From an optimization exercise on the open Yosys and OpenROAD flow, aimed at small area, a short achievable clock period and few clock cycles per item; shortcuts taken in it are not production practice.
Function was checked by simulation only, so behaviour that the tests miss may differ from the original.
Power is estimated from default activity; no workload was simulated.

==> trial 67: inputs <==
==> flow/design.v (excerpt) <==
module shift_add_multiplier #(
    parameter integer WIDTH = 16
) (
    input wire clk,
    input wire reset_n,
    input wire tvalid_slave_1,
    input signed [WIDTH-1:0] tdata_slave_1,
    output wire tready_slave_1,
    input wire tvalid_slave_2,
    input signed [WIDTH-1:0] tdata_slave_2,
    output wire tready_slave_2,
    output reg tvalid_master,
    output reg signed [WIDTH-1:0] tdata_master,
    input wire tready_master
);
clock: 5.0 ns
lec_check: 0
cap_margin: 0
core_margin: 2
core_utilization: 40
cts_buf_list: sky130_fd_sc_hd__clkbuf_8
gpl_timing_driven: 0
setup_slack_margin: 2.3
slew_margin: 0
synth_hierarchical: 1
standard.sh (not shown) runs the stock make flow with config.mk's settings and CLKGATE_MAP_FILE= SYNTH_SCRIPT=/design/flow/synth_recipe.tcl, a recipe that flattens the netlist after the stock synthesis.
==> flow/flow/run.sh <==
#!/bin/bash
# The standard layout (standard.sh), with the port buffers that global
# placement inserts made from the smallest buffer cell instead of the default.
set -euo pipefail
export BUFFER_PORTS_ARGS="-buffer_cell sky130_fd_sc_hd__buf_1"
bash standard.sh > standard.log 2>&1
==> build 70: changes against trial 67 <==
--- a/flow/design.v
+++ b/flow/design.v
@@ -27,49 +27,49 @@
     for (gk = 0; gk < 8; gk = gk + 1) begin : g_enc
       assign b_in_neg[gk] = b_in[2*gk+2];
       assign b_in_one[gk] = b_in[2*gk+1] ^ b_in[2*gk];
       assign b_in_two[gk] = (b_in[2*gk+2] & ~b_in[2*gk+1] & ~b_in[2*gk]) | (~b_in[2*gk+2] & b_in[2*gk+1] & b_in[2*gk]);
     end
   endgenerate
   wire [WIDTH-1:0] product;
   reg mid_valid_1;
-  reg pipe_s174;
-  reg pipe_s177;
-  reg pipe_s176;
-  reg pipe_s178;
-  reg pipe_s181;
-  reg pipe_s180;
-  reg pipe_s161;
-  reg pipe_s192;
-  reg pipe_s193;
   reg pipe_s167;
   reg pipe_s194;
   reg pipe_s195;
   reg pipe_s171;
   reg pipe_s196;
   reg pipe_s197;
   reg pipe_s198;
   reg pipe_s175;
   reg pipe_s199;
   reg pipe_s179;
   reg pipe_s200;
+  reg pipe_s201;
   reg pipe_s183;
-  reg pipe_s215;
-  reg pipe_s214;
+  reg pipe_s202;
+  reg pipe_s203;
+  reg pipe_s217;
   reg pipe_s216;
-  reg pipe_g241;
-  reg pipe_p242;
-  reg pipe_g239;
-  reg pipe_p240;
+  reg pipe_s218;
+  reg pipe_g243;
+  reg pipe_p244;
+  reg pipe_G262;
+  reg pipe_P263;
   reg pipe_G260;
   reg pipe_P261;
+  reg pipe_G274;
+  reg pipe_P275;
   reg pipe_G272;
   reg pipe_P273;
+  reg pipe_p240;
+  reg pipe_G286;
+  reg pipe_p242;
   reg pipe_x336;
+  reg pipe_s204;
   reg pipe_pp1;
   reg pipe_p230;
   reg pipe_r312;
   reg pipe_r313;
   reg pipe_r314;
   reg pipe_r315;
   wire room_1 = ~mid_valid_1 | ~tvalid_master;
   wire room_2 = ~tvalid_master;
@@ -82,49 +82,49 @@
   always @(posedge clk) begin
     if (input_transaction_1) factor_a <= tdata_slave_1;
     if (input_transaction_2) begin
       b_neg <= b_in_neg;
       b_one <= b_in_one;
       b_two <= b_in_two;
     end
     if (advance_1) begin
-      pipe_s174 <= s174;
-      pipe_s177 <= s177;
-      pipe_s176 <= s176;
-      pipe_s178 <= s178;
-      pipe_s181 <= s181;
-      pipe_s180 <= s180;
-      pipe_s161 <= s161;
-      pipe_s192 <= s192;
-      pipe_s193 <= s193;
       pipe_s167 <= s167;
       pipe_s194 <= s194;
       pipe_s195 <= s195;
       pipe_s171 <= s171;
       pipe_s196 <= s196;
       pipe_s197 <= s197;
       pipe_s198 <= s198;
       pipe_s175 <= s175;
       pipe_s199 <= s199;
       pipe_s179 <= s179;
       pipe_s200 <= s200;
+      pipe_s201 <= s201;
       pipe_s183 <= s183;
-      pipe_s215 <= s215;
-      pipe_s214 <= s214;
+      pipe_s202 <= s202;
+      pipe_s203 <= s203;
+      pipe_s217 <= s217;
       pipe_s216 <= s216;
-      pipe_g241 <= g241;
-      pipe_p242 <= p242;
-      pipe_g239 <= g239;
-      pipe_p240 <= p240;
+      pipe_s218 <= s218;
+      pipe_g243 <= g243;
+      pipe_p244 <= p244;
+      pipe_G262 <= G262;
+      pipe_P263 <= P263;
       pipe_G260 <= G260;
       pipe_P261 <= P261;
+      pipe_G274 <= G274;
+      pipe_P275 <= P275;
       pipe_G272 <= G272;
       pipe_P273 <= P273;
+      pipe_p240 <= p240;
+      pipe_G286 <= G286;
+      pipe_p242 <= p242;
       pipe_x336 <= x336;
+      pipe_s204 <= s204;
       pipe_pp1 <= pp1;
       pipe_p230 <= p230;
       pipe_r312 <= r312;
       pipe_r313 <= r313;
       pipe_r314 <= r314;
       pipe_r315 <= r315;
     end
     if (advance_2) tdata_master <= product;
@@ -465,133 +465,133 @@
   sam_fa u_s193 (.a(pp108), .b(s163), .c(s160), .s(s193), .co(s194));
   wire s195, s196;
   sam_fa u_s195 (.a(s164), .b(s162), .c(s165), .s(s195), .co(s196));
   wire s197, s198;
   sam_fa u_s197 (.a(s166), .b(s168), .c(s169), .s(s197), .co(s198));
   wire s199, s200;
   sam_fa u_s199 (.a(s170), .b(s173), .c(s172), .s(s199), .co(s200));
   wire s201, s202;
-  sam_fa u_s201 (.a(pipe_s174), .b(pipe_s177), .c(pipe_s176), .s(s201), .co(s202));
+  sam_fa u_s201 (.a(s174), .b(s177), .c(s176), .s(s201), .co(s202));
   wire s203, s204;
-  sam_fa u_s203 (.a(pipe_s178), .b(pipe_s181), .c(pipe_s180), .s(s203), .co(s204));
+  sam_fa u_s203 (.a(s178), .b(s181), .c(s180), .s(s203), .co(s204));
   wire s205, s206;
   sam_ha u_s205 (.a(pc34), .b(pp8), .s(s205), .co(s206));
   wire s207, s208;
   sam_fa u_s207 (.a(pp61), .b(pp10), .c(pp38), .s(s207), .co(s208));
   wire s209, s210;
   sam_fa u_s209 (.a(pp40), .b(pp64), .c(s185), .s(s209), .co(s210));
   wire s211, s212;
   sam_fa u_s211 (.a(pp66), .b(s186), .c(s187), .s(s211), .co(s212));
   wire s213, s214;
   sam_fa u_s213 (.a(s157), .b(s188), .c(s189), .s(s213), .co(s214));
   wire s215, s216;
   sam_fa u_s215 (.a(s190), .b(s159), .c(s191), .s(s215), .co(s216));
   wire s217, s218;
-  sam_fa u_s217 (.a(pipe_s161), .b(pipe_s192), .c(pipe_s193), .s(s217), .co(s218));
+  sam_fa u_s217 (.a(s161), .b(s192), .c(s193), .s(s217), .co(s218));
   wire s219, s220;
   sam_fa u_s219 (.a(pipe_s167), .b(pipe_s194), .c(pipe_s195), .s(s219), .co(s220));
   wire s221, s222;
   sam_fa u_s221 (.a(pipe_s171), .b(pipe_s196), .c(pipe_s197), .s(s221), .co(s222));
   wire s223, s224;
   sam_fa u_s223 (.a(pipe_s198), .b(pipe_s175), .c(pipe_s199), .s(s223), .co(s224));
   wire s225, s226;
-  sam_fa u_s225 (.a(pipe_s179), .b(pipe_s200), .c(s201), .s(s225), .co(s226));
+  sam_fa u_s225 (.a(pipe_s179), .b(pipe_s200), .c(pipe_s201), .s(s225), .co(s226));
   wire s227, s228;
-  sam_fa u_s227 (.a(pipe_s183), .b(s202), .c(s203), .s(s227), .co(s228));
+  sam_fa u_s227 (.a(pipe_s183), .b(pipe_s202), .c(pipe_s203), .s(s227), .co(s228));
   wire g229 = pc2 & pp4;
   wire p230 = pc2 ^ pp4;
   wire g231 = pp33 & pp6;
   wire p232 = pp33 ^ pp6;
   wire g233 = pp36 & s205;
   wire p234 = pp36 ^ s205;
   wire g235 = s207 & s206;
   wire p236 = s207 ^ s206;
   wire g237 = s209 & s208;
   wire p238 = s209 ^ s208;
   wire g239 = s211 & s210;
   wire p240 = s211 ^ s210;
   wire g241 = s213 & s212;
   wire p242 = s213 ^ s212;
-  wire g243 = pipe_s215 & pipe_s214;
-  wire p244 = pipe_s215 ^ pipe_s214;
-  wire g245 = s217 & pipe_s216;
-  wire p246 = s217 ^ pipe_s216;
-  wire g247 = s219 & s218;
-  wire p248 = s219 ^ s218;
+  wire g243 = s215 & s214;
+  wire p244 = s215 ^ s214;
+  wire g245 = pipe_s217 & pipe_s216;
+  wire p246 = pipe_s217 ^ pipe_s216;
+  wire g247 = s219 & pipe_s218;
+  wire p248 = s219 ^ pipe_s218;
   wire g249 = s221 & s220;
   wire p250 = s221 ^ s220;
   wire g251 = s223 & s222;
   wire p252 = s223 ^ s222;
   wire g253 = s225 & s224;
   wire p254 = s225 ^ s224;
   wire g255 = s227 & s226;
   wire p256 = s227 ^ s226;
   wire P257 = p230 & pp1;
   wire G258 = g233 | (p234 & g231);
   wire P259 = p234 & p232;
   wire G260 = g237 | (p238 & g235);
   wire P261 = p238 & p236;
-  wire G262 = pipe_g241 | (pipe_p242 & pipe_g239);
-  wire P263 = pipe_p242 & pipe_p240;
-  wire G264 = g245 | (p246 & g243);
-  wire P265 = p246 & p244;
+  wire G262 = g241 | (p242 & g239);
+  wire P263 = p242 & p240;
+  wire G264 = g245 | (p246 & pipe_g243);
+  wire P265 = p246 & pipe_p244;
   wire G266 = g249 | (p250 & g247);
   wire P267 = p250 & p248;
   wire G268 = g253 | (p254 & g251);
   wire P269 = p254 & p252;
   wire G270 = g231 | (p232 & g229);
   wire P271 = p232 & P257;
   wire G272 = G258 | (P259 & g229);
   wire P273 = P259 & P257;
-  wire G274 = pipe_g239 | (pipe_p240 & pipe_G260);
-  wire P275 = pipe_p240 & pipe_P261;
-  wire G276 = G262 | (P263 & pipe_G260);
-  wire P277 = P263 & pipe_P261;
+  wire G274 = g239 | (p240 & G260);
+  wire P275 = p240 & P261;
+  wire G276 = pipe_G262 | (pipe_P263 & pipe_G260);
+  wire P277 = pipe_P263 & pipe_P261;
   wire G278 = g247 | (p248 & G264);
   wire P279 = p248 & P265;
   wire G280 = G266 | (P267 & G264);
   wire P281 = P267 & P265;
   wire G282 = g255 | (p256 & G268);
   wire P283 = p256 & P269;
   wire G284 = g235 | (p236 & G272);
   wire P285 = p236 & P273;
-  wire G286 = pipe_G260 | (pipe_P261 & pipe_G272);
-  wire P287 = pipe_P261 & pipe_P273;
-  wire G288 = G274 | (P275 & pipe_G272);
-  wire P289 = P275 & pipe_P273;
+  wire G286 = G260 | (P261 & G272);
+  wire P287 = P261 & P273;
+  wire G288 = pipe_G274 | (pipe_P275 & pipe_G272);
+  wire P289 = pipe_P275 & pipe_P273;
   wire G290 = G276 | (P277 & pipe_G272);
   wire P291 = P277 & pipe_P273;
   wire G292 = g251 | (p252 & G280);
   wire P293 = p252 & P281;
   wire G294 = G268 | (P269 & G280);
   wire P295 = P269 & P281;
   wire G296 = G282 | (P283 & G280);
   wire P297 = P283 & P281;
-  wire G298 = g243 | (p244 & G290);
-  wire P299 = p244 & P291;
+  wire G298 = pipe_g243 | (pipe_p244 & G290);
+  wire P299 = pipe_p244 & P291;
   wire G300 = G264 | (P265 & G290);
   wire P301 = P265 & P291;
   wire G302 = G278 | (P279 & G290);
   wire P303 = P279 & P291;
   wire G304 = G280 | (P281 & G290);
   wire P305 = P281 & P291;
   wire G306 = G292 | (P293 & G290);
   wire P307 = P293 & P291;
   wire G308 = G294 | (P295 & G290);
   wire P309 = P295 & P291;
   wire G310 = G296 | (P297 & G290);
   wire P311 = P297 & P291;
   wire r312 = p232 ^ g229;
   wire r313 = p234 ^ G270;
   wire r314 = p236 ^ G272;
   wire r315 = p238 ^ G284;
-  wire r316 = pipe_p240 ^ G286;
+  wire r316 = pipe_p240 ^ pipe_G286;
   wire r317 = pipe_p242 ^ G288;
-  wire r318 = p244 ^ G290;
+  wire r318 = pipe_p244 ^ G290;
   wire r319 = p246 ^ G298;
   wire r320 = p248 ^ G300;
   wire r321 = p250 ^ G302;
   wire r322 = p252 ^ G304;
   wire r323 = p254 ^ G306;
   wire r324 = p256 ^ G308;
   wire x325;
   sam_x2 u_x325 (.a(pc142), .b(pp104), .y(x325));
@@ -613,17 +613,17 @@
   sam_x2 u_x333 (.a(x330), .b(x331), .y(x333));
   wire x334;
   sam_x2 u_x334 (.a(x332), .b(s182), .y(x334));
   wire x335;
   sam_x2 u_x335 (.a(x333), .b(x334), .y(x335));
   wire x336;
   sam_x2 u_x336 (.a(s184), .b(x335), .y(x336));
   wire x337;
-  sam_x2 u_x337 (.a(pipe_x336), .b(s204), .y(x337));
+  sam_x2 u_x337 (.a(pipe_x336), .b(pipe_s204), .y(x337));
   wire x338;
   sam_x2 u_x338 (.a(x337), .b(s228), .y(x338));
   wire x339;
   sam_x2 u_x339 (.a(x338), .b(G310), .y(x339));
   assign product = {x339, r324, r323, r322, r321, r320, r319, r318, r317, r316, pipe_r315, pipe_r314, pipe_r313, pipe_r312, pipe_p230, pipe_pp1};
 endmodule
 module sam_rdy (
     input wire held,
--- a/flow/config.mk
+++ b/flow/config.mk
@@ -5,11 +5,11 @@
 export SDC_FILE = /design/flow/constraint.sdc
 export NUM_CORES = 4
 export LEC_CHECK = 0
 export CAP_MARGIN = 0
 export CORE_MARGIN = 2
 export CORE_UTILIZATION = 40
 export CTS_BUF_LIST = sky130_fd_sc_hd__clkbuf_8
 export GPL_TIMING_DRIVEN = 0
-export SETUP_SLACK_MARGIN = 2.3
+export SETUP_SLACK_MARGIN = 2.2
 export SLEW_MARGIN = 0
 export SYNTH_HIERARCHICAL = 1
==> results.txt <==
- In build 70 the cell area is higher than in trial 67, by 1.5%.
- Synthesized area: build 70 is higher than trial 67 (0.30%).
- Register-to-register slack: build 70 is lower than trial 67 (0.14 ns).
- Between trial 67 and build 70, the lower die area is in trial 67 (gap 0.29%, measured against build 70).
- In trial 67 the via count is smaller than in build 70, by 2.8%.
- Against build 70, the combinational power of trial 67 is smaller by about 10%.
- Against trial 67, the global-route usage of build 70 is higher by 0.069 points.
==> figures <==
item	trial 67	build 70
Area enclosed by the die boundary	15680 sq um	15720 sq um
Terminating pin of the worst hold path	tdata_master[4]$_DFFE_PP_	tdata_master[0]$_DFFE_PP_
Multi-input gate area	3017 sq um	2970 sq um
Reg2Reg Capture Point	pipe_p240$_DFFE_PP_	pipe_P275$_DFFE_PP_
Setup repair bufs after CTS	10	22
Via density per instance	5.096	5.109
Final nets	596	614
Simple-Gate Fraction of Synth Area	0.06154	0.05159
Compound-gate portion of the synthesized area	0.1282	0.1372
Final instance count without filler cells	689	707
Floorplan die width	125.2 um	125.4 um
Iter 0 DRT Violations	203	163
Growth of design area from synthesis to finish	14.76%	16.09%
Part of the total power dissipated in the clock network	0.193	0.208
Metal3 WL	492 um	378 um
Run status	timing/DRC/antenna clean	timing/DRC/antenna clean
Testbench counts of trial 67, summed over its fixed seeds: cycles 1,224, items 1,200.
Testbench counts of build 70, summed over its fixed seeds: cycles 1,224, items 1,200.

* * *

==> raven: inputs <==
Another version of the RTL of shift_add_multiplier (not shown whole).
Settings: LEC_CHECK=0, CAP_MARGIN=0, CORE_MARGIN=2, CORE_UTILIZATION=60, CTS_BUF_LIST=sky130_fd_sc_hd__clkbuf_8, GPL_TIMING_DRIVEN=0, SETUP_SLACK_MARGIN=2.2, SLEW_MARGIN=0, SYNTH_HIERARCHICAL=1; clock period 5.0 ns.
Scripts as last shown in full above: flow/flow/run.sh
==> delta (differences from raven) <==
Settings changed: CAP_MARGIN 0 to 20, CORE_UTILIZATION 60 to 40, GPL_TIMING_DRIVEN 0 to default, SLEW_MARGIN 0 to 20.
==> garnet (differences from raven) <==
Settings changed: CORE_UTILIZATION 60 to 40.
==> comparison table <==
Status: delta finished clean; raven finished clean; garnet finished clean
Final routed wire length divided by cell count: delta 16.1 um; raven 17.0 um; garnet 15.4 um
Clk network pwr share: delta 0.226; raven 0.224; garnet 0.208
Number of inserted filler cells in the final layout: delta 1,176; raven 626; garnet 1,223
Final worst-path cycle share: delta 0.573; raven 0.567; garnet 0.565
Routed length on met1: delta 5200 um; raven 4540 um; garnet 4900 um
Switching Share: delta 0.314; raven 0.307; garnet 0.318
Met2 routing resource usage after global routing: delta 0.262; raven 0.392; garnet 0.260
Transition time of the tightest slew-check pin: delta 0.801 ns; raven 0.926 ns; garnet 0.827 ns
Global-route wire length before repair: delta 17,700 um; raven 17,400 um; garnet 17,900 um
Vias: delta 3,547; raven 3,632; garnet 3,563
Total detailed-routing wirelength: delta 11,300 um; raven 10,700 um; garnet 10,800 um
Die Area: delta 0.0151 sq mm; raven 0.0102 sq mm; garnet 0.0151 sq mm
Part of the total power dissipated in combinational logic: delta 0.354; raven 0.354; garnet 0.365
Worst Path Required: delta 5.13 ns; raven 5.11 ns; garnet 5.13 ns
Flip-flop and latch share of the layout cell area: delta 0.389; raven 0.399; garnet 0.389
Cell row count: delta 43; raven 35; garnet 43
Net count of the finished layout: delta 610; raven 606; garnet 613
Testbench counts of raven, summed over its fixed seeds: cycles 1,224, items 1,200.
Testbench counts of delta, summed over its fixed seeds: cycles 1,224, items 1,200.
Testbench counts of garnet, summed over its fixed seeds: cycles 1,224, items 1,200.

afterwards: timing with drivers on the ports:
Ports are ideal in the flow. The routed layouts listed here were re-timed in OpenROAD. Step 1 (the two cells are an assumption about what drives the block):
set clk [get_ports {clk}]
set_driving_cell -lib_cell sky130_fd_sc_hd__clkbuf_16 $clk
set_driving_cell -lib_cell sky130_fd_sc_hd__buf_2 [delete_from_list [all_inputs] $clk]
Step 2, shift: input delay + t, output delay - t, t = (earliest + latest rising clock arrival at the registers) / 2. This alone moves slack from input paths to output paths. a / b / c = ideal / step 1 / step 2; a / b = the first two.
run	t, ns	slack for setup (ns)	worst setup path at the end	slew at the worst register clock pin (ns)	cell pins on the clock port's net
trial 67	0.402	2.391 / 2.391 / 2.391	register to register	0.09 / 0.09	1
build 70	0.406	2.247 / 2.247 / 2.247	register to register	0.09 / 0.09	1
raven	0.388	2.163 / 2.163 / 2.163	register to register	0.09 / 0.09	1
delta	0.410	2.137 / 2.137 / 2.137	register to register	0.09 / 0.09	1
garnet	0.413	2.173 / 2.173 / 2.173	register to register	0.09 / 0.09	1
After both steps every run listed still meets setup and hold.
